This design comes from an exercise in tuning for small area and a short achievable clock period on the open sky130 flow, not from production work. In this exercise RTL edits were held to simulation tests only and were not proved equivalent to the original. No activity file was given, so power comes from the tool's default toggle rates.

## flow/run.sh

```bash
#!/bin/bash
set -euo pipefail
WD=$PWD
CLUSTER=$(cat flow/cts_cluster_size 2>/dev/null || echo 30)
CTS_EXTRA=$(cat flow/cts_extra 2>/dev/null || true)
export BUFFER_PORTS_ARGS="-buffer_cell sky130_fd_sc_hd__buf_1"
export CTS_ARGS="-sink_clustering_enable -repair_clock_nets -buf_list sky130_fd_sc_hd__clkbuf_8 -dont_use_dummy_load -sink_clustering_size $CLUSTER $CTS_EXTRA"
if [[ -f flow/abc.script ]]; then
  rm -rf "$WD/scripts_abc"
  cp -r "$FLOW_HOME/scripts" "$WD/scripts_abc"
  cp flow/abc.script "$WD/scripts_abc/abc_speed.script"
  bash standard.sh "SCRIPTS_DIR=$WD/scripts_abc" synth > synth_flow.log 2>&1
fi
bash standard.sh "BUFFER_PORTS_ARGS=$BUFFER_PORTS_ARGS" "CTS_ARGS=$CTS_ARGS" finish > standard_flow.log 2>&1
```

## standard.sh

```bash
#!/bin/bash
# synth_recipe.tcl (not shown) runs the flow's synth.tcl, then flattens the netlist and writes it again
# the make line also repeats each setting of config.mk as NAME=value (left out here)
make -C /OpenROAD-flow-scripts/flow DESIGN_CONFIG=/design/flow/config.mk WORK_HOME=/design/flow/orfs CLKGATE_MAP_FILE= SYNTH_SCRIPT=/design/flow/synth_recipe.tcl "${@:-finish}"
```

## constraint.sdc

```tcl
create_clock -name core_clock -period 5.5 [get_ports {sys_clk}]
set_input_delay 1.1000 -clock core_clock [delete_from_list [all_inputs] [get_ports {sys_clk}]]
set_output_delay 1.1000 -clock core_clock [all_outputs]
set_load 0.01 [all_outputs]
```

## flow/abc.script

```
&get -n
&st
&syn2
&dch
&nf
&put
```

## config.mk

```make
export PLATFORM = sky130hd
export DESIGN_NAME = TIMER_TOP
export DESIGN_NICKNAME = TIMER_TOP
export VERILOG_FILES = /design/flow/design.v
export SDC_FILE = /design/flow/constraint.sdc
export NUM_CORES = 4
export LEC_CHECK = 0
export CAP_MARGIN = 20
export CORE_MARGIN = 2
export CORE_UTILIZATION = 40
export SETUP_SLACK_MARGIN = 2.9
export SLEW_MARGIN = 20
```

## design.v

```verilog
module TIMER_TOP (
	input  wire        sys_clk,
	input  wire        sys_rst_n,
	input  wire        tim_psel,
	input  wire        tim_write,
	input  wire        tim_penable,
	input  wire [11:0] tim_paddr,
	input  wire [31:0] tim_pwdata,
	output wire [31:0] tim_prdata,
	input  wire [3:0]  tim_pstrb,
	output wire        tim_pready,
	output wire        tim_int,
	input  wire        dbg_mode
);
	reg apb_wait;    
	reg rdy_rd;      
	reg rdy_wr;      
	always @(posedge sys_clk or negedge sys_rst_n) begin
		if (~sys_rst_n) begin
			apb_wait <= 1'b0;
			rdy_rd   <= 1'b0;
			rdy_wr   <= 1'b0;
		end else begin
			apb_wait <= tim_psel & ~tim_penable;
			rdy_rd   <= apb_wait & ~tim_write;
			rdy_wr   <= apb_wait &  tim_write;
		end
	end
	assign tim_pready = rdy_rd | rdy_wr;
	reg sel_tcr, sel_tdr0, sel_tdr1, sel_tcmp0, sel_tcmp1, sel_tier, sel_tisr, sel_thcsr;
	wire addr_hi0 = (tim_paddr[11:5] == 7'd0) & (tim_paddr[1:0] == 2'd0);
	wire [31:0] wdata = tim_pwdata & {{8{tim_pstrb[3]}}, {8{tim_pstrb[2]}}, {8{tim_pstrb[1]}}, {8{tim_pstrb[0]}}};
	wire we_tcr   = rdy_wr & sel_tcr;
	wire we_tdr0  = rdy_wr & sel_tdr0;
	wire we_tdr1  = rdy_wr & sel_tdr1;
	wire we_tcmp0 = rdy_wr & sel_tcmp0;
	wire we_tcmp1 = rdy_wr & sel_tcmp1;
	wire we_tier  = rdy_wr & sel_tier;
	wire we_tisr  = rdy_wr & sel_tisr;
	wire we_thcsr = rdy_wr & sel_thcsr;
	reg       timer_en;
	reg       div_en;
	reg [3:0] div_val;
	wire tcr_same   = {wdata[11:8], wdata[1]} == {div_val, div_en};
	wire tcr_gt8    = wdata[11] & (|wdata[10:8]);
	wire tcr_en_we  = we_tcr & tcr_same;
	wire tcr_div_we = we_tcr & ~wdata[0] & ~timer_en & ~tcr_gt8;
	always @(posedge sys_clk or negedge sys_rst_n) begin
		if (~sys_rst_n) begin
			timer_en <= 1'b0;
		end else if (tcr_en_we) begin
			timer_en <= wdata[0];
		end
	end
	always @(posedge sys_clk or negedge sys_rst_n) begin
		if (~sys_rst_n) begin
			div_en   <= 1'b0;
			div_val  <= 4'd1;
		end else if (tcr_div_we) begin
			div_en   <= wdata[1];
			div_val  <= wdata[11:8];
		end
	end
	reg int_en, int_st, halt_req;
	wire halt_ack = halt_req & dbg_mode;
	always @(posedge sys_clk or negedge sys_rst_n) begin
		if (~sys_rst_n) begin
			int_en   <= 1'b0;
			halt_req <= 1'b0;
		end else begin
			if (we_tier)  int_en   <= wdata[0];
			if (we_thcsr) halt_req <= wdata[0];
		end
	end
	assign tim_int = int_st & int_en;
	reg [7:0] p;
	reg       p_tc;
	wire [7:1] p_ones;    
	assign p_ones[1] = p[1];
	genvar gi;
	generate
		for (gi = 2; gi < 8; gi = gi + 1) begin : g_pones
			assign p_ones[gi] = p_ones[gi-1] & p[gi];
		end
	endgenerate
	reg p_before_tc;      
	always @(*) begin
		case (div_val)
			4'd1: p_before_tc = ~p[0];
			4'd2: p_before_tc = ~p[0] & p_ones[1];
			4'd3: p_before_tc = ~p[0] & p_ones[2];
			4'd4: p_before_tc = ~p[0] & p_ones[3];
			4'd5: p_before_tc = ~p[0] & p_ones[4];
			4'd6: p_before_tc = ~p[0] & p_ones[5];
			4'd7: p_before_tc = ~p[0] & p_ones[6];
			4'd8: p_before_tc = ~p[0] & p_ones[7];
			default: p_before_tc = 1'b0;
		endcase
	end
	wire div_zero = (div_val == 4'd0);
	always @(posedge sys_clk) begin
		if (~timer_en) begin
			p    <= 8'd0;
			p_tc <= div_zero;
		end else if (~halt_ack) begin
			p    <= p_tc ? 8'd0 : p + 8'd1;
			p_tc <= p_tc ? div_zero : p_before_tc;
		end
	end
	wire cnt_en = timer_en & ~halt_ack & (~div_en | p_tc);
	always @(posedge sys_clk) begin
		sel_tcr   <= sel_tcr_d;
		sel_tdr0  <= sel_tdr0_d;
		sel_tdr1  <= sel_tdr1_d;
		sel_tcmp0 <= sel_tcmp0_d;
		sel_tcmp1 <= sel_tcmp1_d;
		sel_tier  <= sel_tier_d;
		sel_tisr  <= sel_tisr_d;
		sel_thcsr <= sel_thcsr_d;
	end
	reg timer_en_d;
	reg [31:0] cnt_lo, cnt_hi;
	wire clr = timer_en_d & ~timer_en;
	wire lo_ones = &cnt_lo;
	always @(posedge sys_clk) begin
		timer_en_d <= timer_en;
	end
	wire [63:0] cnt = {cnt_hi, cnt_lo};
	wire [63:0] ones_below;    
	wire [7:0]  blk_ones;      
	genvar bi, bk;
	generate
		for (bi = 0; bi < 8; bi = bi + 1) begin : g_blk
			assign blk_ones[bi] = &cnt[8*bi+7:8*bi];
			for (bk = 0; bk < 8; bk = bk + 1) begin : g_bit
				if (bi == 0 && bk == 0)
					assign ones_below[0] = 1'b1;
				else if (bk == 0)
					assign ones_below[8*bi] = &blk_ones[bi-1:0];
				else
					assign ones_below[8*bi+bk] = ones_below[8*bi] & (&cnt[8*bi+bk-1:8*bi]);
			end
		end
	endgenerate
	wire [63:0] cnt_inc = cnt ^ ({64{cnt_en}} & ones_below);
	always @(posedge sys_clk or negedge sys_rst_n) begin
		if (~sys_rst_n) begin
			cnt_lo <= 32'd0;
			cnt_hi <= 32'd0;
		end else if (clr) begin
			cnt_lo <= 32'd0;
			cnt_hi <= 32'd0;
		end else begin
			cnt_lo <= we_tdr0 ? wdata : cnt_inc[31:0];
			cnt_hi <= we_tdr1 ? wdata : cnt_inc[63:32];
		end
	end
	reg [31:0] tcmp0_n, tcmp1_n;
	always @(posedge sys_clk or negedge sys_rst_n) begin
		if (~sys_rst_n) begin
			tcmp0_n <= 32'h0;
			tcmp1_n <= 32'h0;
		end else begin
			if (we_tcmp0) tcmp0_n <= ~wdata;
			if (we_tcmp1) tcmp1_n <= ~wdata;
		end
	end
	wire [31:0] tcmp0 = ~tcmp0_n, tcmp1 = ~tcmp1_n;
	wire cmp = ({tcmp1, tcmp0} == {cnt_hi, cnt_lo});
	always @(posedge sys_clk or negedge sys_rst_n) begin
		if (~sys_rst_n) begin
			int_st <= 1'b0;
		end else if (we_tisr & wdata[0]) begin
			int_st <= 1'b0;
		end else if (int_en & cmp) begin
			int_st <= 1'b1;
		end
	end
	wire sel_tcr_d   = addr_hi0 & (tim_paddr[4:2] == 3'd0);
	wire sel_tdr0_d  = addr_hi0 & (tim_paddr[4:2] == 3'd1);
	wire sel_tdr1_d  = addr_hi0 & (tim_paddr[4:2] == 3'd2);
	wire sel_tcmp0_d = addr_hi0 & (tim_paddr[4:2] == 3'd3);
	wire sel_tcmp1_d = addr_hi0 & (tim_paddr[4:2] == 3'd4);
	wire sel_tier_d  = addr_hi0 & (tim_paddr[4:2] == 3'd5);
	wire sel_tisr_d  = addr_hi0 & (tim_paddr[4:2] == 3'd6);
	wire sel_thcsr_d = addr_hi0 & (tim_paddr[4:2] == 3'd7);
	wire int_st_nw   = int_st | (int_en & cmp);
	reg [31:0] rd_q;
	reg        rd_halt_q;
	always @(posedge sys_clk) begin
		rd_q <=
			  ({32{sel_tcr_d}}   & {20'd0, div_val, 6'd0, div_en, timer_en})
			| ({32{sel_tdr0_d}}  & cnt_inc[31:0])
			| ({32{sel_tdr1_d}}  & cnt_inc[63:32])
			| ({32{sel_tcmp0_d}} & ~tcmp0_n)
			| ({32{sel_tcmp1_d}} & ~tcmp1_n)
			| ({32{sel_tier_d}}  & {31'd0, int_en})
			| ({32{sel_tisr_d}}  & {31'd0, int_st_nw})
			| ({32{sel_thcsr_d}} & {31'd0, halt_req});
		rd_halt_q <= sel_thcsr_d & halt_req;
	end
	assign tim_prdata = {rd_q[31:2], rd_q[1] | (rd_halt_q & dbg_mode), rd_q[0]};
endmodule
```

==> results.sh, run 1 <==
export IMPL_initial_core_util_pct=40.9
export IMPL_finalClockSkew_ns=0.0318
export IMPL_insertedDiodeCount=0
export IMPL_cts_buffer_depth=2
export IMPL_areaGrowthSynthToFinish_pct=13.3
export IMPL_critPathTopFamily="buffers and inverters"
export IMPL_max_vdd_ir_drop_v=0.000144
export IMPL_row_count=55
export IMPL_cts_reportedPaths_clkPinSlew_ns=0.10
export IMPL_netlist_cell_type_count=39
export IMPL_cts_tree="done"
export IMPL_dp_cells=1324
export IMPL_drv_cap=0
export IMPL_endpoint_kind="output port"
export IMPL_max_freq_ghz=0.384
export IMPL_cts_root_buf="clkbuf_8"
export IMPL_crit_path_top_delay_cell="a21o_1"
export IMPL_cp_max_fo=4
export IMPL_cts_sinks=191
export IMPL_routed_wl_mm=28.7
export IMPL_crit_path_cell_trace="buf_8 > a21o_1 > buf_2"
export IMPL_tns_ns=0
export IMPL_instances_no_fill=1364
export IMPL_hold_violations=0
export IMPL_power_density_nw_per_um2=221
export IMPL_ys_seq_area_share_pct=48.7
export IMPL_vias=7868
export IMPL_critPathArrivalTime_ns=1.51
export IMPL_drt_iter0_markers=613
export IMPL_fp_dieH_um=157
export IMPL_ios=88
export IMPL_track_usage_pct=23.5
export IMPL_core_area_um2=22800
export IMPL_slew_headroom_pct=47.0
export IMPL_critPathMaxStageDelay_ns=0.16
export IMPL_hold_ws_ns=0.444
export IMPL_status="finished clean"
export IMPL_min_path_type="flop to flop"
export IMPL_fin_crit_sh_pct=47.4
export IMPL_drt_pass1_iterations=5
export IMPL_worstMarginPinSlew_ns=0.795
export IMPL_setup_viol=0
export IMPL_drc=0
export IMPL_finalPower_mw=2.33
export IMPL_async_flop_share_pct=73.3
export IMPL_synth_nets=1001
export IMPL_synth_avg_cell_area_um2=9.86
export IMPL_die_w_um=157
export IMPL_grt_pass1_wl_mm=43.7
export IMPL_rsz0062_at_grt="true"
export IMPL_critPathKind="input pin to output port"
export IMPL_portBuffers=87
export IMPL_ys_seq_elements=191
export IMPL_ant_nets=0
export IMPL_worst_setup_path_start_kind="input pin"
export IMPL_layout_nets=1109
export IMPL_ys_flop_type="dfrtp_1"
export IMPL_synth_edf_count=1
export IMPL_gp_congestion=0.839
export IMPL_synthCells=945
export IMPL_synth_warnings=1
export IMPL_viasPerCell=5.77
export IMPL_antenna_found_initial=0
export IMPL_dp_hpwl_mm=17.9
export IMPL_p_leak_nw=3.79
export IMPL_grt_pass1_vias=7500
export IMPL_report_final_slew_viol_count=0
export IMPL_drive_above_1_share_pct=8.28
export IMPL_grt_overflow_total=0
export IMPL_grt_max_degree=141
export IMPL_clk_latency_ns=0.48
export IMPL_cts_buffers_inserted=17
export IMPL_die_area_um2=24500
export IMPL_synth_area_um2=9320
export IMPL_required_ns=4.40
export IMPL_htreeDepth=4
export IMPL_post_route_min_period_ns=2.61
export IMPL_wire_per_inst_um=21.0
export IMPL_path_buf_inv=2
## cell usage after synthesis (2+ instances only)
cell / count / area (µm²)
o2bb2ai_1: 2 / 17.5
a211oi_1: 49 / 368
nor3_1: 14 / 70.1
o22ai_1: 4 / 25.0
nor4_1: 21 / 131
a31o_1: 3 / 26.3
clkinv_1: 18 / 67.6
dfxtp_1: 50 / 1000
nand3_1: 24 / 120
o221ai_1: 27 / 236
nand4_1: 29 / 181
nand2b_1: 6 / 37.5
and2_0: 16 / 100
dfrtp_1: 139 / 3480
o21ai_0: 28 / 140
or2_0: 4 / 25.0
buf_4: 31 / 233
mux2_1: 3 / 33.8
ha_1: 2 / 25.0
and3_1: 12 / 75.1
xor2_1: 58 / 508
a21oi_1: 90 / 450
xnor2_1: 72 / 631
a31oi_1: 59 / 369
o22a_1: 23 / 201
a21o_1: 4 / 30.0
nor2b_1: 4 / 25.0
nand2_1: 42 / 158
a221oi_1: 2 / 17.5
and4_1: 4 / 35.0
nor2_1: 94 / 353
o221a_1: 4 / 45.0
## final cells by class
type | count | area, µm²
timing repair buffer | 117 | 616
tap | 313 | 392
inverter | 18 | 67.6
clock buffer | 17 | 234
multi-input combinational | 708 | 4710
sequential | 191 | 4540
fill | 2224 | 12200
## cells by family (layout without fill, tap and decap cells)
| family | after synthesis | in the layout | synth area share, % |
|---|---|---|---|
| AO/OA/AOI/OAI | 300 | 300 | 21.2 |
| flip-flops | 191 | 191 | 48.7 |
| adder cells (fa/ha/maj) | 2 | 2 | 0.269 |
| multiplexers | 3 | 3 | 0.363 |
| XOR/XNOR | 130 | 130 | 12.2 |
| AND/OR/NAND/NOR | 270 | 273 | 14.1 |
| buffers and inverters | 49 | 152 | 3.22 |
## final timing paths
path / startpoint / to / slack, ns / depth (start not counted)
setup / recovery: dbg_mode / tim_prdata[1] / 2.89 / 3
hold / removal: sel_tier / int_en / 0.44 / 1
setup reg to reg: cnt_hi[9] / rd_q[29] / 3.06 / 8
hold reg to reg: sel_tier / int_en / 0.44 / 1
max in group asynchronous: sys_rst_n / rdy_wr / 4.05 / 2
min in group asynchronous: sys_rst_n / cnt_hi[31] / 0.76 / 2
## metal layers
metal | up-vias | routed length, µm | GRT usage (%)
met5 | - | 0 | 0
met4 | 0 | 472 | 7.12
met3 | 37 | 1650 | 3.99
met2 | 242 | 13700 | 38.3
met1 | 3876 | 12800 | 32.2
li1 | 3713 | - | -
## where the power goes
group / switching [mW] / leakage (nW) / internal (mW)
sequential: 0.0295 / 1.95 / 1.42
clock: 0.454 / 0.122 / 0.274
combinational: 0.0997 / 1.72 / 0.0541
total: 0.583 / 3.79 / 1.75
## stage by stage
| stage | util, % | cell area (µm²) | setup WS [ns] |
|---|---|---|---|
| 6_report | 46.3 | 10600 | 2.89 |
| 5_1_grt | 46.3 | 10600 | 2.87 |
| 4_1_cts | 45.5 | 10400 | 2.87 |
| 3_5_place_dp | 43.8 | 9980 | 2.10 |
| 3_3_place_gp | 43.8 | 9980 | 2.14 |
| 2_1_floorplan | - | 9390 | 2.77 |
## worst register-to-register path: stages, from the launching register on
cell and delay, ns:
dfrtp_1 0.45, nand4_1 0.28, nor3_1 0.39, nand4_1 0.31
nor4_4 0.31, buf_4 0.17, nand2_1 0.05, xor2_1 0.19
o221ai_1 0.15
## flip-flops by register name, summed over array words and instances, names as in the netlist, 4 cells and up
| name | flops |
|---|---|
| rd_q | 32 |
| cnt_lo | 32 |
| tcmp1_n | 32 |
| cnt_hi | 32 |
| div_val | 4 |
| tcmp0_n | 32 |
| p | 8 |
## repair_timing
action	in CTS	in global routing
resized for setup	21	18
buffers inserted	7	13
setup endpoints to repair	68	52
hold buffers	0	0
cloned	1	2
pin swaps	5	10
## placed cells by master, fill, tap and decap left out, types with 3 or more instances in the layout
master / n
a211oi_1: 49
a21o_1: 4
a21oi_1: 90
a31o_1: 3
a31oi_1: 59
and2_0: 9
and2_1: 4
and2_2: 3
and3_1: 11
and4_1: 4
buf_1: 81
buf_12: 3
buf_4: 27
clkbuf_8: 17
clkinv_1: 18
dfrtp_1: 136
dfrtp_2: 3
dfxtp_1: 50
mux2_1: 3
nand2_1: 39
nand2b_1: 5
nand3_1: 21
nand4_1: 29
nor2_1: 92
nor2b_1: 3
nor3_1: 7
nor3_2: 4
nor3_4: 3
nor4_1: 17
o21ai_0: 28
o221a_1: 4
o221ai_1: 27
o22a_1: 23
o22ai_1: 4
xnor2_1: 72
xor2_1: 58
==> inputs of run 2 (changes only) <==
==> flow/abc.script (replaced) <==
&get -n
&st
&dch
&nf -R 1000
&put
==> results.sh, run 2 <==
export IMPL_clk_latency_ns=0.48
export IMPL_ys_top_cells_by_count="148 x nor2_1, 139 x dfrtp_1, 109 x a21oi_1"
export IMPL_die_area_um2=24300
export IMPL_ys_seq_elements=191
export IMPL_cts_reportedPaths_clkPinSlew_ns=0.09
export IMPL_ios=88
export IMPL_areaGrowthSynthToFinish_pct=16.0
export IMPL_final_cell_mix="139 x nor2_1, 135 x dfrtp_1, 107 x a21oi_1"
export IMPL_synth_area_um2=9230
export IMPL_synth_xor_xnor_area_share_pct=6.45
export IMPL_track_usage_pct=25.8
export IMPL_critPathArrivalTime_ns=3.10
export IMPL_synth_nets=1069
export IMPL_grt_pass1_wl_mm=48.1
export IMPL_post_route_min_period_ns=2.77
export IMPL_synth_avg_cell_area_um2=9.11
export IMPL_synth_warnings=1
export IMPL_synth_edf_count=1
export IMPL_portBuffers=87
export IMPL_worst_setup_path_start_kind="input pin"
export IMPL_crit_top_cell="and2_4"
export IMPL_grt_pass1_vias=8222
export IMPL_rsz0062_at_grt="true"
export IMPL_viasPerCell=6.04
export IMPL_ys_flop_type="dfrtp_1"
export IMPL_instances_no_fill=1416
export IMPL_power_density_nw_per_um2=212
export IMPL_drt_iter0_markers=752
export IMPL_finalPower_mw=2.27
export IMPL_required_ns=5.83
export IMPL_drive_above_1_share_pct=12.5
export IMPL_dp_cells=1367
export IMPL_htreeDepth=4
export IMPL_cts_buffers_inserted=17
export IMPL_synth_adder_area_share_pct=0.271
export IMPL_hold_violations=0
export IMPL_ant_nets=0
export IMPL_die_w_um=156
export IMPL_drt_pass1_iterations=5
export IMPL_critPathKind="input pin to flop"
export IMPL_setup_viol=0
export IMPL_initial_core_util_pct=40.8
export IMPL_critPathMaxStageDelay_ns=0.33
export IMPL_synth_mux_area_share_pct=0
export IMPL_vias=8550
export IMPL_gp_congestion=0.947
export IMPL_finalClockSkew_ns=0.0404
export IMPL_synthCells=1013
export IMPL_slew_headroom_pct=34.7
export IMPL_status="finished clean"
export IMPL_antenna_found_initial=0
export IMPL_worstMarginPinSlew_ns=0.979
export IMPL_ys_seq_area_share_pct=49.1
export IMPL_core_area_um2=22600
export IMPL_hold_buffers=0
export IMPL_max_freq_ghz=0.361
export IMPL_endpoint_kind="flop"
export IMPL_post_route_util_pct=47.3
export IMPL_drv_cap=0
export IMPL_row_count=55
export IMPL_cts_tree="done"
export IMPL_drc=0
export IMPL_dp_hpwl_mm=20.5
export IMPL_netlist_cell_type_count=45
export IMPL_layout_nets=1189
export IMPL_synthSimpleGateAreaFrac_pct=17.2
export IMPL_synth_most_common_cell="nor2_1"
export IMPL_synth_top_cells_by_area="dfrtp_1 38%, dfxtp_1 11%, nor2_1 6.0%, a21oi_1 5.9%, a31oi_1 4.7%"
export IMPL_p_leak_nw=4.10
export IMPL_routed_wl_mm=30.7
export IMPL_fp_dieH_um=156
export IMPL_cts_sinks=191
export IMPL_cp_max_fo=4
export IMPL_async_flop_share_pct=73.3
export IMPL_cts_root_buf="clkbuf_8"
export IMPL_synth_compound_area_share_pct=23.9
export IMPL_num_fill_cells=2209
export IMPL_min_path_type="flop to flop"
export IMPL_yosysTopAreaCellShare_pct=37.7
export IMPL_crit_path_cell_trace="buf_8 > nand2_8 > nand2_4 > a21oi_4 > buf_4 > buf_6 > and2_4 > and3_4 > and2_4 > nor2b_4 > and2_4 > nand2_2 > xnor2_2 > a221o_1"
export IMPL_report_final_slew_viol_count=0
export IMPL_crit_path_top_delay_cell="a221o_1"
export IMPL_grt_max_degree=73
export IMPL_tns_ns=0
export IMPL_fin_crit_sh_pct=50.3
export IMPL_grt_overflow_total=0
export IMPL_hold_ws_ns=0.442
export IMPL_max_vdd_ir_drop_v=0.000122
export IMPL_synth_top_cell_by_area="dfrtp_1"
export IMPL_cts_buffer_depth=2
export IMPL_insertedDiodeCount=0
export IMPL_synth_top_family_by_area="compound AO/OA/AOI/OAI gates"
export IMPL_wire_per_inst_um=21.7
export IMPL_layout_commonest_cell="nor2_1"
## run 2: cell count changes in the layout (fill, tap and decap cells not counted), moves of 11 or more
cell      before  now
xnor2_1       72   21
nor2_1        92  139
a211oi_1      49   17
o21ai_0       28   60
o22ai_1        4   35
nand2_1       39   64
xor2_1        58   35
o22a_1        23    1
o221ai_1      27    8
a21oi_1       90  107
buf_4         27   40
nand4_1       29   18
o21ai_1        0   11
## run 2: final timing paths
path	startpoint	endpoint	slack [ns]	cells past startpoint
min in group asynchronous	sys_rst_n	tcmp0_n[16]	0.79	1
min	sel_tisr	int_st	0.44	1
max reg2reg	cnt_lo[7]	rd_q[22]	2.90	10
max in group asynchronous	sys_rst_n	div_val[0]	3.77	2
max	dbg_mode	rd_q[22]	2.73	14
min reg2reg	sel_tisr	int_st	0.44	1
## run 2: critical path, delay by kind of cell
kind                   cells  cell delay, ns
buffers and inverters      3            0.36
AND/OR/NAND/NOR            8            0.94
XOR/XNOR                   1            0.16
AO/OA/AOI/OAI              2            0.53
## run 2: cells by family (layout without fill, tap and decap cells)
| family | count (synthesis) | after routing |
|---|---|---|
| compound gates | 363 | 363 |
| buf+inv | 44 | 162 |
| fa+ha+maj | 2 | 2 |
| xor+xnor | 68 | 68 |
| simple gates | 345 | 345 |
| flops | 191 | 191 |
## run 2: layout make-up
| class | instances | area [µm²] | area share (%) |
|---|---|---|---|
| Multi-Input combinational cell | 778 | 4810 | 44.9 |
| Sequential cell | 191 | 4540 | 42.4 |
| Timing Repair Buffer | 132 | 721 | 6.73 |
| Tap cell | 285 | 357 | 3.33 |
| Clock buffer | 17 | 234 | 2.18 |
| Inverter | 13 | 55.1 | 0.514 |
## run 2: what timing repair did
| action | 4_1_cts | 5_1_grt |
|---|---|---|
| cloned | 0 | 0 |
| pin swaps | 14 | 19 |
| resized for setup | 24 | 53 |
| setup endpoints to repair | 54 | 59 |
| buffers inserted | 20 | 12 |
## run 2: layer usage
metal	up-vias	global-route usage [%]	part of all wire [%]
li1	3971	-	-
met5	-	0	0
met4	0	6.82	1.9
met3	37	4.53	6.9
met2	352	41.2	47
met1	4190	36.5	44
## run 2: metrics by stage
step / area (µm²) / setup WS (ns)
floorplan: 9330 / 2.49
global placement: 9910 / 1.95
detailed placement: 9910 / 1.89
CTS: 10400 / 2.85
global route: 10700 / 2.69
finish: 10700 / 2.73
## run 2: power by group
part / switching (mW) / internal, mW
Clock: 0.453 / 0.275
Combinational: 0.0809 / 0.0373
Sequential: 0.0198 / 1.41
==> inputs of run 3 (changes only) <==
==> flow/abc.script (replaced) <==
&get -n
&st
&dch
&nf
&put
==> results.sh, run 3 <==
export IMPL_synthCells=1027
export IMPL_ys_seq_area_share_pct=48.2
export IMPL_grt_overflow_total=0
export IMPL_clk_latency_ns=0.48
export IMPL_rsz0062_at_grt="true"
export IMPL_crit_path_cell_trace="buf_6 > a21o_1 > buf_2"
export IMPL_final_cell_area_um2=10600
export IMPL_critPathKind="input pin to output port"
export IMPL_max_vdd_ir_drop_v=0.000112
export IMPL_power_frac_seq_pct=62.8
export IMPL_yosysTopAreaCellShare_pct=37.0
export IMPL_cts_root_buf="clkbuf_8"
export IMPL_setup_viol=0
export IMPL_synth_warnings=1
export IMPL_worst_setup_path_start_kind="input pin"
export IMPL_ys_top_cells_by_count="139 x dfrtp_1, 137 x nor2_1, 112 x a21oi_1"
export IMPL_synth_avg_cell_area_um2=9.17
export IMPL_row_count=56
export IMPL_combPwrFrac_pct=5.3
export IMPL_areaGrowthSynthToFinish_pct=12.8
export IMPL_drive_above_1_share_pct=7.10
export IMPL_synth_nets=1083
export IMPL_ys_seq_elements=191
export IMPL_drv_cap=0
export IMPL_core_area_um2=23300
export IMPL_wire_per_inst_um=20.8
export IMPL_endpoint_kind="output port"
export IMPL_pwr_share_clk_pct=31.9
export IMPL_synth_area_um2=9410
export IMPL_vias=8409
export IMPL_crit_path_top_delay_cell="a21o_1"
export IMPL_place_area_um2=10100
export IMPL_grt_pass1_vias=8288
export IMPL_netlist_cell_type_count=44
export IMPL_critPathArrivalTime_ns=1.48
export IMPL_fp_dieH_um=157
export IMPL_synth_edf_count=1
export IMPL_track_usage_pct=24.9
export IMPL_required_ns=4.40
export IMPL_ys_flop_type="dfrtp_1"
export IMPL_die_w_um=157
export IMPL_hold_buffers=0
export IMPL_async_flop_share_pct=73.3
export IMPL_critPathMaxStageDelay_ns=0.14
export IMPL_viasPerCell=5.82
export IMPL_dp_hpwl_mm=19.9
export IMPL_p_switching_mw=0.558
export IMPL_cts_sinks=191
export IMPL_ios=88
export IMPL_drt_pass1_iterations=6
export IMPL_status="finished clean"
export IMPL_portBuffers=87
export IMPL_min_path_type="flop to flop"
export IMPL_ant_nets=0
export IMPL_swShare_pct=24.4
export IMPL_fin_crit_sh_pct=46.9
export IMPL_drt_iter0_markers=717
export IMPL_finalClockSkew_ns=0.0388
export IMPL_antenna_found_initial=1
export IMPL_synth_most_common_cell="dfrtp_1"
export IMPL_synth_top_cell_by_area="dfrtp_1"
export IMPL_die_area_um2=24800
export IMPL_layout_nets=1185
export IMPL_max_freq_ghz=0.388
export IMPL_report_final_slew_viol_count=0
export IMPL_worstMarginPinSlew_ns=1.03
export IMPL_internal_power_mw=1.72
export IMPL_power_density_nw_per_um2=215
export IMPL_gp_congestion=0.889
export IMPL_routed_wl_mm=30.1
export IMPL_cts_reportedPaths_clkPinSlew_ns=0.09
export IMPL_slew_headroom_pct=30.5
export IMPL_post_route_min_period_ns=2.58
export IMPL_hold_ws_ns=0.430
export IMPL_insertedDiodeCount=0
export IMPL_cts_tree="done"
export IMPL_synth_top_cells_by_area="dfrtp_1 37%, dfxtp_1 11%, a21oi_1 6.0%, nor2_1 5.5%, xor2_1 4.9%"
export IMPL_grt_pass1_wl_mm=47.1
export IMPL_tns_ns=0
export IMPL_p_leak_nw=3.99
export IMPL_final_cell_mix="136 x nor2_1, 136 x dfrtp_1, 112 x a21oi_1"
export IMPL_initial_core_util_pct=40.5
export IMPL_cts_buffers_inserted=17
export IMPL_cp_max_fo=4
export IMPL_cts_buffer_depth=2
export IMPL_grt_max_degree=67
export IMPL_htreeDepth=4
export IMPL_hold_violations=0
export IMPL_drc=0
## run 3: cell count changes in the layout (fill, tap and decap cells not counted), sizes merged, moves of 6 or more
cell	previous run	this run
a211oi	22	32
nand4	18	41
o2111ai	6	0
a221oi	9	1
xor2	43	53
nor2	148	137
buf	131	112
xnor2	25	38
nand2	68	61
o22ai	35	24
nor4	10	23
## run 3: per-stage QoR
step           power [mW]  cells  setup WS (ns)  utilization (%)
4_1_cts              2.29   1437           2.89             44.9
3_5_place_dp         1.58   1415           2.26             43.3
3_3_place_gp         1.58   1415           2.28             43.3
2_1_floorplan        1.49   1027           2.90                -
6_report             2.28   1446           2.92             45.6
5_1_grt              2.37   1446           2.80             45.6
## run 3: area by class of cell
type / count / area, µm²
multi-input cells: 791 / 4820
flip-flops and latches: 191 / 4540
fillers: 2352 / 12600
repair buffers: 113 / 547
inverters: 15 / 73.8
clock buffers: 17 / 234
well taps: 319 / 399
## run 3: critical path: cells and delay by family
family,cells,cell delay (ns)
AO/OA/AOI/OAI,1,0.14
buffers and inverters,2,0.23
## run 3: final timing paths
path,from,end,slack [ns],cells past startpoint
setup / recovery,dbg_mode,tim_prdata[1],2.92,3
hold / removal,sel_tisr,int_st,0.43,1
setup reg to reg,cnt_lo[1],cnt_hi[21],3.01,8
hold reg to reg,sel_tisr,int_st,0.43,1
max in group asynchronous,sys_rst_n,cnt_lo[10],3.94,2
min in group asynchronous,sys_rst_n,tcmp0_n[16],0.61,1
## run 3: power groups by stage
stage / logic (mW) / clock network [mW] / registers (mW)
6_report: 0.120 / 0.728 / 1.43
5_1_grt: 0.134 / 0.799 / 1.44
4_1_cts: 0.119 / 0.739 / 1.43
3_5_place_dp: 0.117 / 0 / 1.46
3_3_place_gp: 0.117 / 0 / 1.46
2_1_floorplan: 0.0399 / 0 / 1.45
## run 3: kinds of logic after synthesis
kind of cell	share of synthesized area, %
fa+ha+maj	0.266
xor+xnor	8.47
buf+inv	3.07
flops	48.2
compound gates	22.3
mux	0.239
simple gates	17.5
## run 3: routing by layer
layer	up-vias	share of wire [%]	global-route usage [%]
li1	3992	-	-
met1	4025	44	33.2
met4	2	3.1	9.13
met2	333	47	40.4
met5	-	0.043	0
met3	57	6.3	4.60
## run 3: timing repair
item,4_1_cts,5_1_grt
pin swaps,3,10
gates resized for setup,16,17
gates cloned,1,0
setup buffers,4,8
setup endpoints to repair,56,38
==> inputs of run 4 (changes only) <==
--- a/config.mk
+++ b/config.mk
@@ -9,3 +9,4 @@
 export CORE_MARGIN = 2
-export CORE_UTILIZATION = 40
+export CORE_UTILIZATION = 70
+export PLACE_DENSITY = 0.85
 export SETUP_SLACK_MARGIN = 2.9
==> results.sh, run 4 <==
export IMPL_setup_viol=0
export IMPL_drv_cap=0
export IMPL_track_usage_pct=38.6
export IMPL_die_w_um=120
export IMPL_synth_warnings=1
export IMPL_hold_violations=0
export IMPL_ys_seq_elements=191
export IMPL_min_path_type="flop to flop"
export IMPL_ios=88
export IMPL_hold_depth=1
export IMPL_multiInputGateArea_um2=4770
export IMPL_crit_path_cell_trace="buf_8 > a21o_1 > buf_2"
export IMPL_endpoint_kind="output port"
export IMPL_r2r_end="cnt_hi[19]"
export IMPL_num_fill_cells=961
export IMPL_worst_setup_path_start_kind="input pin"
export IMPL_synth_nets=1083
export IMPL_core_area_um2=13200
export IMPL_worstReg2RegStart="cnt_lo[14]"
export IMPL_vias=8955
export IMPL_finalClockSkew_ns=0.0282
export IMPL_grt_pass1_vias=8246
export IMPL_routed_wl_mm=27.4
export IMPL_power_density_nw_per_um2=217
export IMPL_dp_hpwl_mm=17.7
export IMPL_synth_most_common_cell="dfrtp_1"
export IMPL_layout_nets=1181
export IMPL_report_final_slew_viol_count=0
export IMPL_pwr_share_clk_pct=31.0
export IMPL_drive_above_1_share_pct=6.68
export IMPL_critPathKind="input pin to output port"
export IMPL_cts_sinks=191
export IMPL_cp_max_fo=4
export IMPL_p_switching_mw=0.524
export IMPL_insertedDiodeCount=0
export IMPL_synth_top_cells_by_area="dfrtp_1 37%, dfxtp_1 11%, a21oi_1 6.0%, nor2_1 5.5%, xor2_1 4.9%"
export IMPL_swShare_pct=23.3
export IMPL_netlist_cell_type_count=44
export IMPL_async_flop_share_pct=73.3
export IMPL_cts_root_buf="clkbuf_8"
export IMPL_synth_top_cell_by_area="dfrtp_1"
export IMPL_max_vdd_ir_drop_v=0.000197
export IMPL_portBuffers=87
export IMPL_fin_crit_sh_pct=46.9
export IMPL_synth_area_um2=9410
export IMPL_combPwrFrac_pct=5.2
export IMPL_clk_latency_ns=0.48
export IMPL_wire_per_inst_um=21.1
export IMPL_ys_flop_type="dfrtp_1"
export IMPL_power_frac_seq_pct=63.8
export IMPL_internal_power_mw=1.72
export IMPL_drt_iter0_markers=1333
export IMPL_synth_avg_cell_area_um2=9.17
export IMPL_grt_max_degree=65
export IMPL_yosysTopAreaCellShare_pct=37.0
export IMPL_r2r_slack_ns=2.97
export IMPL_viasPerCell=6.89
export IMPL_tns_ns=0
export IMPL_required_ns=4.40
export IMPL_cts_buffer_depth=2
export IMPL_ant_nets=0
export IMPL_synth_edf_count=1
export IMPL_p_leak_nw=3.88
export IMPL_antenna_found_initial=0
export IMPL_hold_path_end="int_en"
export IMPL_worstMarginPinSlew_ns=0.893
export IMPL_min_from="sel_tier"
export IMPL_grt_overflow_total=0
export IMPL_initial_core_util_pct=71.4
export IMPL_drc=0
export IMPL_ys_top_cells_by_count="139 x dfrtp_1, 137 x nor2_1, 112 x a21oi_1"
export IMPL_setup_ws_ns=2.92
export IMPL_cts_buffers_inserted=17
export IMPL_areaGrowthSynthToFinish_pct=9.93
export IMPL_die_area_um2=14400
export IMPL_status="finished clean"
export IMPL_critPathArrivalTime_ns=1.48
export IMPL_htreeDepth=4
export IMPL_cts_tree="done"
export IMPL_critPathMaxStageDelay_ns=0.14
export IMPL_gp_congestion=0.987
export IMPL_synthCells=1027
export IMPL_final_cell_mix="137 x nor2_1, 137 x dfrtp_1, 112 x a21oi_1"
export IMPL_grt_pass1_wl_mm=43.1
export IMPL_ys_seq_area_share_pct=48.2
export IMPL_fp_dieH_um=120
export IMPL_max_freq_ghz=0.387
export IMPL_crit_path_top_delay_cell="a21o_1"
export IMPL_slew_headroom_pct=40.0
export IMPL_drt_pass1_iterations=9
export IMPL_seqCellArea_um2=4540
export IMPL_dp_slack_ns=2.35
export IMPL_post_route_min_period_ns=2.58
export IMPL_reg2reg_depth=8
export IMPL_row_count=42
export IMPL_rsz0062_at_grt="false"
export IMPL_cts_reportedPaths_clkPinSlew_ns=0.09
[run 4: changes by cell type in the layout (fill, tap and decap cells not counted), sizes merged]
| cell | before | now |
|---|---|---|
| buf | 112 | 108 |
| clkinv | 15 | 14 |
| inv | 0 | 1 |
[run 4: how the worst max path moves through the flow]
stage,startpoint,end,cells after the start
after floorplan,dbg_mode,cnt_lo[12],7
after global placement,dbg_mode,cnt_hi[31],9
after detailed placement,dbg_mode,cnt_hi[18],7
after CTS,dbg_mode,tim_prdata[1],3
after global routing,dbg_mode,tim_prdata[1],3
final,dbg_mode,tim_prdata[1],3
[run 4: power by group through the flow]
stage	Sequential (mW)	Combinational (mW)	Clock [mW]
floorplan	1.45	0.0399	0
global placement	1.46	0.111	0
detailed placement	1.46	0.112	0
CTS	1.43	0.114	0.705
global route	1.43	0.128	0.752
finish	1.43	0.116	0.697
[run 4: repair_timing]
action / CTS / global route
gates resized for setup: 13 / 11
cloned: 0 / 1
pin swaps: 3 / 7
hold buffers: 0 / 0
hold endpoints to repair: 0 / 0
setup endpoints to repair: 50 / 51
buffers inserted: 3 / 7
[run 4: layout make-up]
class,instances,share of cell area (%)
Clock buffer,17,2.26
Inverter,15,0.617
Timing Repair Buffer,109,5.03
Multi-Input combinational cell,791,46.1
Sequential cell,191,43.9
Tap cell,176,2.13
[run 4: logic make-up (layout without fill, tap and decap cells)]
logic type	count (synthesis)	count (layout)	synth area share (%)
buffers and inverters	46	141	3.07
adders and majority gates	2	2	0.266
DFF	191	191	48.2
xor gates and xnor gates	91	91	8.47
and+or+nand+nor	348	349	17.5
AOI/OAI and AO/OA	347	347	22.3
muxes	2	2	0.239
[run 4: routing by layer]
layer | vias up | GRT usage [%] | part of all wire, %
li1 | 3994 | - | -
met1 | 4210 | 51.1 | 38
met2 | 622 | 60.0 | 46
met3 | 129 | 8.60 | 11
met4 | 0 | 19.5 | 5.1
met5 | - | 0 | 0
[run 4: metrics by stage]
| stage | cells | cell area, µm² | power, mW | utilization (%) | hold slack (ns) |
|---|---|---|---|---|---|
| finish | 1299 | 10300 | 2.25 | 78.4 | 0.452 |
| CTS | 1290 | 10200 | 2.25 | 77.4 | 0.447 |
| floorplan | 1027 | 9480 | 1.49 | - | 0.402 |
| detailed placement | 1270 | 9890 | 1.57 | 75.0 | 0.422 |
| global route | 1299 | 10300 | 2.32 | 78.4 | 0.473 |
| global placement | 1270 | 9890 | 1.57 | 75.0 | 0.410 |
[run 4: worst max-delay path, delay by kind of cell]
kind	cells	cell delay (ns)
AOI/OAI and AO/OA	1	0.14
buffers and inverters	2	0.24
==> inputs of run 5 (changes only) <==
--- a/config.mk
+++ b/config.mk
@@ -9,4 +9,4 @@
 export CORE_MARGIN = 2
-export CORE_UTILIZATION = 70
-export PLACE_DENSITY = 0.85
+export CORE_UTILIZATION = 55
+export PLACE_DENSITY = 0.7
 export SETUP_SLACK_MARGIN = 2.9
==> results.sh, run 5 <==
export IMPL_hold_buffers=0
export IMPL_critPathKind="input pin to output port"
export IMPL_ant_nets=0
export IMPL_vias=8691
export IMPL_worst_setup_path_start_kind="input pin"
export IMPL_hold_depth=1
export IMPL_rsz0062_at_grt="true"
export IMPL_synth_most_common_cell="dfrtp_1"
export IMPL_layout_nets=1186
export IMPL_worstMarginPinSlew_ns=0.885
export IMPL_gp_congestion=1.01
export IMPL_report_final_slew_viol_count=0
export IMPL_cts_sinks=191
export IMPL_post_route_util_pct=62.7
export IMPL_layout_commonest_cell="dfrtp_1"
export IMPL_insertedDiodeCount=0
export IMPL_portBuffers=87
export IMPL_htreeDepth=4
export IMPL_synth_avg_cell_area_um2=9.17
export IMPL_min_path_type="flop to flop"
export IMPL_drc=0
export IMPL_drv_cap=0
export IMPL_synth_warnings=1
export IMPL_synth_nets=1083
export IMPL_drt_iter0_markers=1039
export IMPL_die_w_um=135
export IMPL_fp_dieH_um=135
export IMPL_instances_no_fill=1348
export IMPL_setup_viol=0
export IMPL_dp_cells=1314
export IMPL_cts_buffer_depth=2
export IMPL_critPathMaxStageDelay_ns=0.15
export IMPL_hold_violations=0
export IMPL_cts_reportedPaths_clkPinSlew_ns=0.09
export IMPL_max_freq_ghz=0.386
export IMPL_drt_pass1_iterations=6
export IMPL_synth_edf_count=1
export IMPL_cts_root_buf="clkbuf_8"
export IMPL_endpoint_kind="output port"
export IMPL_critPathArrivalTime_ns=1.49
export IMPL_yosysTopAreaCellShare_pct=37.0
export IMPL_final_cell_mix="138 x dfrtp_1, 137 x nor2_1, 112 x a21oi_1"
export IMPL_slew_headroom_pct=40.5
export IMPL_initial_core_util_pct=56.6
export IMPL_synth_top_cells_by_area="dfrtp_1 37%, dfxtp_1 11%, a21oi_1 6.0%, nor2_1 5.5%, xor2_1 4.9%"
export IMPL_async_flop_share_pct=73.3
export IMPL_core_area_um2=16600
export IMPL_grt_pass1_vias=8223
export IMPL_crit_path_top_delay_cell="a21o_1"
export IMPL_synth_area_um2=9410
export IMPL_reg2reg_depth=7
export IMPL_cts_buffers_inserted=17
export IMPL_ys_flop_type="dfrtp_1"
export IMPL_fin_crit_sh_pct=47.1
export IMPL_row_count=47
export IMPL_viasPerCell=6.45
export IMPL_grt_max_degree=65
export IMPL_cts_tree="done"
export IMPL_crit_path_cell_trace="buf_8 > a21o_1 > buf_2"
export IMPL_ys_seq_elements=191
export IMPL_ios=88
export IMPL_grt_overflow_total=0
export IMPL_wire_per_inst_um=20.9
export IMPL_dp_hpwl_mm=18.5
export IMPL_synthCells=1027
export IMPL_grt_pass1_wl_mm=44.3
export IMPL_routed_wl_mm=28.2
export IMPL_antenna_found_initial=0
export IMPL_status="finished clean"
export IMPL_cp_max_fo=3
export IMPL_r2r_slack_ns=3.01
export IMPL_power_density_nw_per_um2=216
export IMPL_setup_ws_ns=2.91
export IMPL_die_area_um2=18200
export IMPL_areaGrowthSynthToFinish_pct=10.9
export IMPL_drive_above_1_share_pct=6.91
export IMPL_netlist_cell_type_count=44
export IMPL_p_leak_nw=3.91
export IMPL_required_ns=4.40
export IMPL_clk_latency_ns=0.47
export IMPL_tns_ns=0
export IMPL_ys_top_cells_by_count="139 x dfrtp_1, 137 x nor2_1, 112 x a21oi_1"
export IMPL_dp_slack_ns=2.33
export IMPL_track_usage_pct=31.5
export IMPL_post_route_min_period_ns=2.59
export IMPL_synth_top_cell_by_area="dfrtp_1"
export IMPL_ys_seq_area_share_pct=48.2
export IMPL_finalClockSkew_ns=0.0266
export IMPL_max_vdd_ir_drop_v=0.000199
==> run 5: path summary, 6_finish.rpt <==
path,end,start
worst max-delay path,tim_prdata[1],dbg_mode
min in group asynchronous,tcmp0_n[13],sys_rst_n
worst max register to register,cnt_hi[31],cnt_hi[8]
max in group asynchronous,cnt_hi[15],sys_rst_n
worst min register to register,int_st,sel_tisr
worst min-delay path,int_st,sel_tisr
==> run 5: logic make-up (layout without fill, tap and decap cells) <==
| family | count (synthesis) | in the layout | share of synthesized area, % |
|---|---|---|---|
| compound gates | 347 | 347 | 22.3 |
| xor+xnor | 91 | 91 | 8.47 |
| fa+ha+maj | 2 | 2 | 0.266 |
| buf+inv | 46 | 146 | 3.07 |
| flops | 191 | 191 | 48.2 |
| mux | 2 | 2 | 0.239 |
| simple gates | 348 | 349 | 17.5 |
==> run 5: area by class of cell <==
type	instances	area, µm²
Clock buffer	17	234
Fill cell	1491	6200
Inverter	15	63.8
Multi-Input combinational cell	791	4770
Sequential cell	191	4540
Tap cell	220	275
Timing Repair Buffer	114	566
==> run 5: where the power goes <==
| part | internal, mW | switching, mW |
|---|---|---|
| clock network | 0.274 | 0.435 |
| logic | 0.0376 | 0.0804 |
| registers | 1.41 | 0.0214 |
| total | 1.72 | 0.537 |
==> run 5: timing repair <==
item                                    CTS  global route
gates cloned                              0             1
endpoints found under the setup margin   43            55
pin swaps                                 3             7
endpoints found under the hold margin     0             0
setup buffers                             4            11
gates resized for setup                  10            11
==> run 5: metal layers <==
layer	global-route usage [%]	part of all wire, %
met1	43.2	43
met2	49.3	47
met3	6.72	7.4
met4	12.1	3.2
met5	0	0
==> run 5: per-stage QoR <==
step	total power [mW]	instance area, µm²	hold slack (ns)
floorplan	1.49	9480	0.402
global route	2.34	10400	0.446
detailed placement	1.58	9950	0.412
finish	2.26	10400	0.422
global placement	1.57	9940	0.409
CTS	2.27	10300	0.425
==> run 5: critical path: cells and delay by family <==
family | cells | cell delay, ns
compound gates | 1 | 0.15
buf+inv | 2 | 0.23
==> inputs of run 6 (changes only) <==
--- a/design.v
+++ b/design.v
@@ -120,6 +120,12 @@
 	end
+	reg out_of_reset;
+	always @(posedge sys_clk or negedge sys_rst_n) begin
+		if (~sys_rst_n)
+			out_of_reset <= 1'b0;
+		else
+			out_of_reset <= 1'b1;
+	end
 	reg timer_en_d;
 	reg [31:0] cnt_lo, cnt_hi;
-	wire clr = timer_en_d & ~timer_en;
-	wire lo_ones = &cnt_lo;
+	wire clr = (timer_en_d & ~timer_en) | ~out_of_reset;
 	always @(posedge sys_clk) begin
@@ -145,9 +151,6 @@
 	wire [63:0] cnt_inc = cnt ^ ({64{cnt_en}} & ones_below);
-	always @(posedge sys_clk or negedge sys_rst_n) begin
-		if (~sys_rst_n) begin
+	always @(posedge sys_clk) begin
+		if (clr) begin
 			cnt_lo <= 32'd0;
 			cnt_hi <= 32'd0;
-		end else if (clr) begin
-			cnt_lo <= 32'd0;
-			cnt_hi <= 32'd0;
 		end else begin
@@ -158,4 +161,4 @@
 	reg [31:0] tcmp0_n, tcmp1_n;
-	always @(posedge sys_clk or negedge sys_rst_n) begin
-		if (~sys_rst_n) begin
+	always @(posedge sys_clk) begin
+		if (~out_of_reset) begin
 			tcmp0_n <= 32'h0;
--- a/config.mk
+++ b/config.mk
@@ -9,4 +9,4 @@
 export CORE_MARGIN = 2
-export CORE_UTILIZATION = 55
-export PLACE_DENSITY = 0.7
+export CORE_UTILIZATION = 70
+export PLACE_DENSITY = 0.85
 export SETUP_SLACK_MARGIN = 2.9
==> results.sh, run 6 <==
export IMPL_required_ns=4.40
export IMPL_drt_pass1_iterations=6
export IMPL_ys_flop_type="dfxtp_1"
export IMPL_synthSimpleGateAreaFrac_pct=15.6
export IMPL_min_from="sel_tisr"
export IMPL_viasPerCell=6.96
export IMPL_drc=0
export IMPL_final_cell_mix="172 x dfxtp_1, 144 x a21oi_1, 140 x o21ai_0"
export IMPL_synth_area_um2=8820
export IMPL_ios=88
export IMPL_die_w_um=116
export IMPL_synth_top_cells_by_area="dfxtp_1 40%, a21oi_1 8.2%, o21ai_0 7.9%, xnor2_1 5.1%, dfrtp_1 3.4%"
export IMPL_die_area_um2=13500
export IMPL_ys_seq_elements=192
export IMPL_finalPower_mw=2.27
export IMPL_worst_setup_path_start_kind="input pin"
export IMPL_max_freq_ghz=0.382
export IMPL_insertedDiodeCount=0
export IMPL_grt_pass1_vias=7916
export IMPL_cts_tree="done"
export IMPL_endpoint_kind="output port"
export IMPL_track_usage_pct=41.7
export IMPL_htreeDepth=4
export IMPL_slew_headroom_pct=46.0
export IMPL_row_count=41
export IMPL_antenna_found_initial=0
export IMPL_synth_edf_count=1
export IMPL_synth_nets=1056
export IMPL_grt_max_degree=66
export IMPL_hold_violations=0
export IMPL_cts_root_buf="clkbuf_8"
export IMPL_synth_warnings=1
export IMPL_fp_dieH_um=116
export IMPL_place_area_um2=9280
export IMPL_post_route_util_pct=78.6
export IMPL_portBuffers=87
export IMPL_synth_mux_area_share_pct=0.369
export IMPL_synth_top_cell_by_area="dfxtp_1"
export IMPL_status="finished clean"
export IMPL_routed_wl_mm=28.4
export IMPL_synth_adder_area_share_pct=0.284
export IMPL_cts_buffer_depth=2
export IMPL_grt_overflow_total=0
export IMPL_setup_viol=0
export IMPL_report_final_slew_viol_count=0
export IMPL_cts_buffers_inserted=17
export IMPL_drv_cap=0
export IMPL_dp_hpwl_mm=18.2
export IMPL_grt_pass1_wl_mm=43.2
export IMPL_layout_nets=1154
export IMPL_ant_nets=0
export IMPL_drive_above_1_share_pct=7.21
export IMPL_cts_sinks=192
export IMPL_synth_compound_area_share_pct=28.5
export IMPL_vias=8823
export IMPL_drt_iter0_markers=1203
export IMPL_clk_latency_ns=0.47
export IMPL_hold_buffers=0
export IMPL_critPathArrivalTime_ns=1.51
export IMPL_synth_avg_cell_area_um2=8.82
export IMPL_tns_ns=0
export IMPL_wire_per_inst_um=22.4
export IMPL_cp_max_fo=3
export IMPL_min_path_type="flop to flop"
export IMPL_synth_most_common_cell="dfxtp_1"
export IMPL_synthCells=1000
export IMPL_worstReg2RegStart="cnt_lo[17]"
export IMPL_final_cell_area_um2=9800
export IMPL_ys_seq_area_share_pct=44.5
export IMPL_critPathKind="input pin to output port"
export IMPL_post_route_min_period_ns=2.61
export IMPL_num_fill_cells=906
export IMPL_rsz0062_at_grt="true"
export IMPL_synth_xor_xnor_area_share_pct=7.25
export IMPL_max_vdd_ir_drop_v=0.000194
export IMPL_initial_core_util_pct=70.7
export IMPL_critPathLaunch="dbg_mode"
export IMPL_gp_congestion=1.02
export IMPL_core_area_um2=12500
export IMPL_netlist_cell_type_count=53
export IMPL_power_density_nw_per_um2=232
export IMPL_worstMarginPinSlew_ns=0.809
export IMPL_yosysTopAreaCellShare_pct=40.4
export IMPL_cts_reportedPaths_clkPinSlew_ns=0.08
export IMPL_finalClockSkew_ns=0.0181
export IMPL_synth_top_family_by_area="compound AO/OA/AOI/OAI gates"
export IMPL_async_flop_share_pct=6.77
export IMPL_layout_commonest_cell="dfxtp_1"
export IMPL_areaGrowthSynthToFinish_pct=11.1
export IMPL_fin_crit_sh_pct=47.5
export IMPL_ys_top_cells_by_count="178 x dfxtp_1, 144 x a21oi_1, 140 x o21ai_0"
export IMPL_p_leak_nw=3.24
-- run 6: cell types whose count changed in the layout (fill, tap and decap cells not counted), moves of 15 or more --
cell	before	now
dfrtp_1	138	11
dfxtp_1	50	172
nor2_1	137	36
o21ai_0	69	140
a31oi_1	65	8
a21oi_1	112	144
xor2_1	53	21
and2_0	12	37
a211oi_1	32	8
o22a_1	6	27
o221ai_1	11	31
nand4_1	41	26
-- run 6: layer usage --
metal | vias to the layer above | wire length [µm] | global-route usage, %
li1 | 3952 | - | -
met1 | 4103 | 11500 | 58.5
met2 | 653 | 12500 | 62.6
met3 | 115 | 3210 | 9.08
met4 | 0 | 1210 | 17.3
met5 | - | 0 | 0
-- run 6: repair_timing --
| action | 4_1_cts | 5_1_grt |
|---|---|---|
| resized for setup | 16 | 21 |
| pin swaps | 6 | 6 |
| buffers inserted | 10 | 3 |
| gates cloned | 1 | 0 |
| endpoints found under the hold margin | 0 | 0 |
| endpoints found under the setup margin | 63 | 51 |
-- run 6: power breakdown --
group / switching (mW) / total (mW) / internal (mW)
Clock: 0.431 / 0.705 / 0.274
Combinational: 0.0879 / 0.138 / 0.0501
Sequential: 0.0217 / 1.43 / 1.41
Total: 0.541 / 2.27 / 1.73
-- run 6: kinds of logic (layout without fill, tap and decap cells) --
kind of cell | Yosys count | after routing
simple gates | 260 | 261
buf+inv | 52 | 147
mux | 3 | 3
other cells | 1 | 1
xor+xnor | 73 | 73
flops | 192 | 192
fa+ha+maj | 2 | 2
compound gates | 417 | 417
-- run 6: final timing paths --
path	endpoint	slack (ns)	cells past startpoint
worst max-delay path	tim_prdata[1]	2.89	3
worst min-delay path	int_st	0.42	1
worst max register to register	rd_q[13]	2.97	8
worst min register to register	int_st	0.42	1
max in group asynchronous	rdy_wr	4.26	1
min in group asynchronous	rdy_rd	0.70	1
-- run 6: through the flow --
| stage | setup slack, ns | hold slack, ns | cells |
|---|---|---|---|
| 6_report | 2.89 | 0.418 | 1268 |
| 5_1_grt | 2.86 | 0.433 | 1268 |
| 4_1_cts | 2.88 | 0.421 | 1265 |
| 3_5_place_dp | 2.21 | 0.416 | 1237 |
| 3_3_place_gp | 2.28 | 0.410 | 1237 |
| 2_1_floorplan | 2.69 | 0.402 | 1000 |
-- run 6: worst max-delay path, cell delays in order --
cell    delay (ns)
buf_8         0.10
a21o_1        0.18
buf_6         0.13
-- run 6: cell type report --
class                      instances  area [µm²]  area share, %
inverter                          21        91.3          0.932
timing repair buffer             109         510           5.21
tap                              172         215           2.20
multi-input combinational        757        4820           49.2
clock buffer                      17         234           2.39
sequential                       192        3930           40.1
==> inputs of run 7 (changes only) <==
--- a/design.v
+++ b/design.v
@@ -31,2 +31,20 @@
 	wire addr_hi0 = (tim_paddr[11:5] == 7'd0) & (tim_paddr[1:0] == 2'd0);
+	wire sel_tcr_d   = addr_hi0 & (tim_paddr[4:2] == 3'd0);
+	wire sel_tdr0_d  = addr_hi0 & (tim_paddr[4:2] == 3'd1);
+	wire sel_tdr1_d  = addr_hi0 & (tim_paddr[4:2] == 3'd2);
+	wire sel_tcmp0_d = addr_hi0 & (tim_paddr[4:2] == 3'd3);
+	wire sel_tcmp1_d = addr_hi0 & (tim_paddr[4:2] == 3'd4);
+	wire sel_tier_d  = addr_hi0 & (tim_paddr[4:2] == 3'd5);
+	wire sel_tisr_d  = addr_hi0 & (tim_paddr[4:2] == 3'd6);
+	wire sel_thcsr_d = addr_hi0 & (tim_paddr[4:2] == 3'd7);
+	always @(posedge sys_clk) begin
+		sel_tcr   <= sel_tcr_d;
+		sel_tdr0  <= sel_tdr0_d;
+		sel_tdr1  <= sel_tdr1_d;
+		sel_tcmp0 <= sel_tcmp0_d;
+		sel_tcmp1 <= sel_tcmp1_d;
+		sel_tier  <= sel_tier_d;
+		sel_tisr  <= sel_tisr_d;
+		sel_thcsr <= sel_thcsr_d;
+	end
 	wire [31:0] wdata = tim_pwdata & {{8{tim_pstrb[3]}}, {8{tim_pstrb[2]}}, {8{tim_pstrb[1]}}, {8{tim_pstrb[0]}}};
@@ -110,12 +128,2 @@
 	wire cnt_en = timer_en & ~halt_ack & (~div_en | p_tc);
-	always @(posedge sys_clk) begin
-		sel_tcr   <= sel_tcr_d;
-		sel_tdr0  <= sel_tdr0_d;
-		sel_tdr1  <= sel_tdr1_d;
-		sel_tcmp0 <= sel_tcmp0_d;
-		sel_tcmp1 <= sel_tcmp1_d;
-		sel_tier  <= sel_tier_d;
-		sel_tisr  <= sel_tisr_d;
-		sel_thcsr <= sel_thcsr_d;
-	end
 	reg out_of_reset;
@@ -181,10 +189,2 @@
 	end
-	wire sel_tcr_d   = addr_hi0 & (tim_paddr[4:2] == 3'd0);
-	wire sel_tdr0_d  = addr_hi0 & (tim_paddr[4:2] == 3'd1);
-	wire sel_tdr1_d  = addr_hi0 & (tim_paddr[4:2] == 3'd2);
-	wire sel_tcmp0_d = addr_hi0 & (tim_paddr[4:2] == 3'd3);
-	wire sel_tcmp1_d = addr_hi0 & (tim_paddr[4:2] == 3'd4);
-	wire sel_tier_d  = addr_hi0 & (tim_paddr[4:2] == 3'd5);
-	wire sel_tisr_d  = addr_hi0 & (tim_paddr[4:2] == 3'd6);
-	wire sel_thcsr_d = addr_hi0 & (tim_paddr[4:2] == 3'd7);
 	wire int_st_nw   = int_st | (int_en & cmp);
--- a/config.mk
+++ b/config.mk
@@ -9,4 +9,3 @@
 export CORE_MARGIN = 2
-export CORE_UTILIZATION = 70
-export PLACE_DENSITY = 0.85
+export CORE_UTILIZATION = 40
 export SETUP_SLACK_MARGIN = 2.9
==> results.sh, run 7 <==
export IMPL_row_count=54
export IMPL_max_freq_ghz=0.386
export IMPL_areaGrowthSynthToFinish_pct=12.6
export IMPL_ys_seq_area_share_pct=44.2
export IMPL_grt_overflow_total=0
export IMPL_grt_pass1_wl_mm=42.3
export IMPL_routed_wl_mm=27.2
export IMPL_dp_hpwl_mm=17.4
export IMPL_track_usage_pct=22.5
export IMPL_hold_violations=0
export IMPL_report_final_slew_viol_count=0
export IMPL_endpoint_kind="output port"
export IMPL_wire_per_inst_um=19.5
export IMPL_ant_nets=0
export IMPL_insertedDiodeCount=0
export IMPL_cts_tree="done"
export IMPL_grt_max_degree=66
export IMPL_slew_headroom_pct=47.3
export IMPL_grt_pass1_vias=7584
export IMPL_layout_commonest_cell="dfxtp_1"
export IMPL_fp_dieH_um=153
export IMPL_cp_max_fo=3
export IMPL_required_ns=4.40
export IMPL_synth_area_um2=8880
export IMPL_core_area_um2=21800
export IMPL_cts_reportedPaths_clkPinSlew_ns=0.09
export IMPL_yosysTopAreaCellShare_pct=40.1
export IMPL_ys_seq_elements=192
export IMPL_synth_most_common_cell="dfxtp_1"
export IMPL_setup_viol=0
export IMPL_ys_flop_type="dfxtp_1"
export IMPL_die_area_um2=23400
export IMPL_tns_ns=0
export IMPL_num_fill_cells=2212
export IMPL_critPathKind="input pin to output port"
export IMPL_synth_avg_cell_area_um2=8.70
export IMPL_critPathArrivalTime_ns=1.49
export IMPL_synth_nets=1076
export IMPL_cts_buffer_depth=2
export IMPL_vias=8200
export IMPL_fin_crit_sh_pct=47.1
export IMPL_synth_top_cell_by_area="dfxtp_1"
export IMPL_worst_setup_path_start_kind="input pin"
export IMPL_status="finished clean"
export IMPL_p_leak_nw=3.31
export IMPL_htreeDepth=4
export IMPL_drv_cap=0
export IMPL_synth_top_cells_by_area="dfxtp_1 40%, o21ai_0 8.8%, a21oi_1 8.2%, xnor2_1 5.3%, xor2_1 3.5%"
export IMPL_cts_buffers_inserted=17
export IMPL_final_cell_mix="178 x dfxtp_1, 156 x o21ai_0, 146 x a21oi_1"
export IMPL_gp_congestion=0.820
export IMPL_drc=0
export IMPL_hold_ws_ns=0.440
export IMPL_rsz0062_at_grt="true"
export IMPL_async_flop_share_pct=6.77
export IMPL_cts_sinks=192
export IMPL_ys_top_cells_by_count="178 x dfxtp_1, 156 x o21ai_0, 146 x a21oi_1"
export IMPL_min_path_type="flop to flop"
export IMPL_synthCells=1020
export IMPL_portBuffers=87
export IMPL_hold_buffers=0
export IMPL_antenna_found_initial=0
export IMPL_cts_root_buf="clkbuf_8"
export IMPL_netlist_cell_type_count=48
export IMPL_drt_iter0_markers=575
export IMPL_layout_nets=1173
export IMPL_max_vdd_ir_drop_v=0.000122
export IMPL_worstMarginPinSlew_ns=0.790
export IMPL_power_density_nw_per_um2=228
export IMPL_ios=88
export IMPL_finalClockSkew_ns=0.0304
export IMPL_die_w_um=153
export IMPL_viasPerCell=5.88
export IMPL_drive_above_1_share_pct=6.82
export IMPL_synth_warnings=1
export IMPL_initial_core_util_pct=40.7
export IMPL_clk_latency_ns=0.47
export IMPL_post_route_min_period_ns=2.59
export IMPL_drt_pass1_iterations=6
export IMPL_synth_edf_count=1
## run 7: cell types whose count changed in the layout (fill, tap and decap cells not counted), sizes merged, moves of 3 or more
cell     before  now
o21ai       140  156
xor2         22   35
o22ai        18    7
nand2        58   67
a221oi        8    0
a211oi        8    3
nand4        26   31
nor4         24   28
o2111ai       4    0
xnor2        51   54
## run 7: critical path, cell delays in order
cell and delay [ns]:
buf_8 0.10, a21o_1 0.15, buf_2 0.13
## run 7: logic make-up (layout without fill, tap and decap cells)
kind of cell             count (synthesis)  in the layout  share of synthesized area (%)
XOR/XNOR                                89             89                           8.78
AND/OR/NAND/NOR                        283            285                           16.7
AO/OA/AOI/OAI                          400            400                           26.2
adder cells (fa/ha/maj)                  2              2                          0.282
flip-flops                             192            192                           44.2
buffers and inverters                   50            143                           3.42
other                                    1              1                         0.0422
multiplexers                             3              3                          0.366
## run 7: metrics by stage
stage / area, µm² / setup WS, ns / utilization [%] / std cells / power [mW]
after floorplan: 8960 / 2.82 / - / 1020 / 1.53
after global placement: 9470 / 2.22 / 43.4 / 1362 / 1.58
after detailed placement: 9470 / 2.22 / 43.4 / 1362 / 1.58
after CTS: 9840 / 2.85 / 45.1 / 1387 / 2.30
after global routing: 9990 / 2.88 / 45.8 / 1395 / 2.36
final: 9990 / 2.91 / 45.8 / 1395 / 2.28
## run 7: power breakdown
group          switching [mW]  internal (mW)
Clock                   0.441          0.274
Combinational          0.0864         0.0496
Sequential             0.0204           1.41
## run 7: final cells by class
cell class                      instances  area [µm²]  share of cell area (%)
Clock buffer                           17         234                    2.34
Timing Repair Buffer                  107         489                    4.90
Sequential cell                       192        3920                    39.2
Multi-Input combinational cell        780        4910                    49.2
Inverter                               19        83.8                   0.839
Tap cell                              280         350                    3.51
## run 7: final timing paths
kind | startpoint | to | slack, ns | cells past startpoint
max | dbg_mode | tim_prdata[1] | 2.91 | 3
min | sel_tisr | int_st | 0.44 | 1
max reg2reg | cnt_lo[17] | rd_q[31] | 3.01 | 8
min reg2reg | sel_tisr | int_st | 0.44 | 1
max in group asynchronous | sys_rst_n | rdy_wr | 4.29 | 1
min in group asynchronous | sys_rst_n | timer_en | 0.68 | 1
## run 7: repair_timing
action	in CTS	in global routing
buffers inserted	7	7
setup endpoints to repair	60	48
cloned	1	1
resized for setup	14	18
pin swaps	4	6
## run 7: layer usage
metal / track usage [%] / routed length (µm) / up-vias
met5: 0 / 0 / -
met3: 4.25 / 1640 / 30
met4: 5.16 / 303 / 0
met1: 32.6 / 13100 / 3920
met2: 34.9 / 12200 / 286
li1: - / - / 3964

==> what the ideal ports hide <==
The results above use ideal ports. As a check the final layouts listed here were re-extracted and re-timed, cells and wires unchanged.
Step 1, drivers: a clkbuf_16 drives sys_clk and a buf_2 each remaining input, both assumed.
Step 2 moves the port delays by t, midway between the first and last clock arrival at a register: inputs arrive t later, outputs are due t later. That takes back most of the time a late clock gives input paths.
a / b / c = ideal ports / drivers / drivers and shift; a / b = the first two.
| run | shift t [ns] | slack for setup (ns) | worst register clock-pin slew, ns | worst slew at a driven data input, ns | pins driven straight from the clock port |
|---|---|---|---|---|---|
| run 1 | 0.506 | 2.894 / 2.850 / 2.469 | 0.11 / 0.11 | 0.06 | 1 |
| run 2 | 0.507 | 2.731 / 2.737 / 2.230 | 0.12 / 0.12 | 0.05 | 1 |
| run 3 | 0.504 | 2.921 / 2.883 / 2.494 | 0.11 / 0.11 | 0.06 | 1 |
| run 4 | 0.500 | 2.918 / 2.878 / 2.447 | 0.09 / 0.09 | 0.07 | 1 |
| run 5 | 0.499 | 2.912 / 2.864 / 2.445 | 0.10 / 0.10 | 0.06 | 1 |
| run 6 | 0.499 | 2.885 / 2.843 / 2.410 | 0.09 / 0.09 | 0.05 | 1 |
| run 7 | 0.503 | 2.910 / 2.861 / 2.476 | 0.10 / 0.10 | 0.06 | 1 |
After both steps setup and hold are still met in every run listed. For run 2, which loses most, drivers alone change the setup slack by +0.006 ns; drivers and shift together by -0.501 ns.
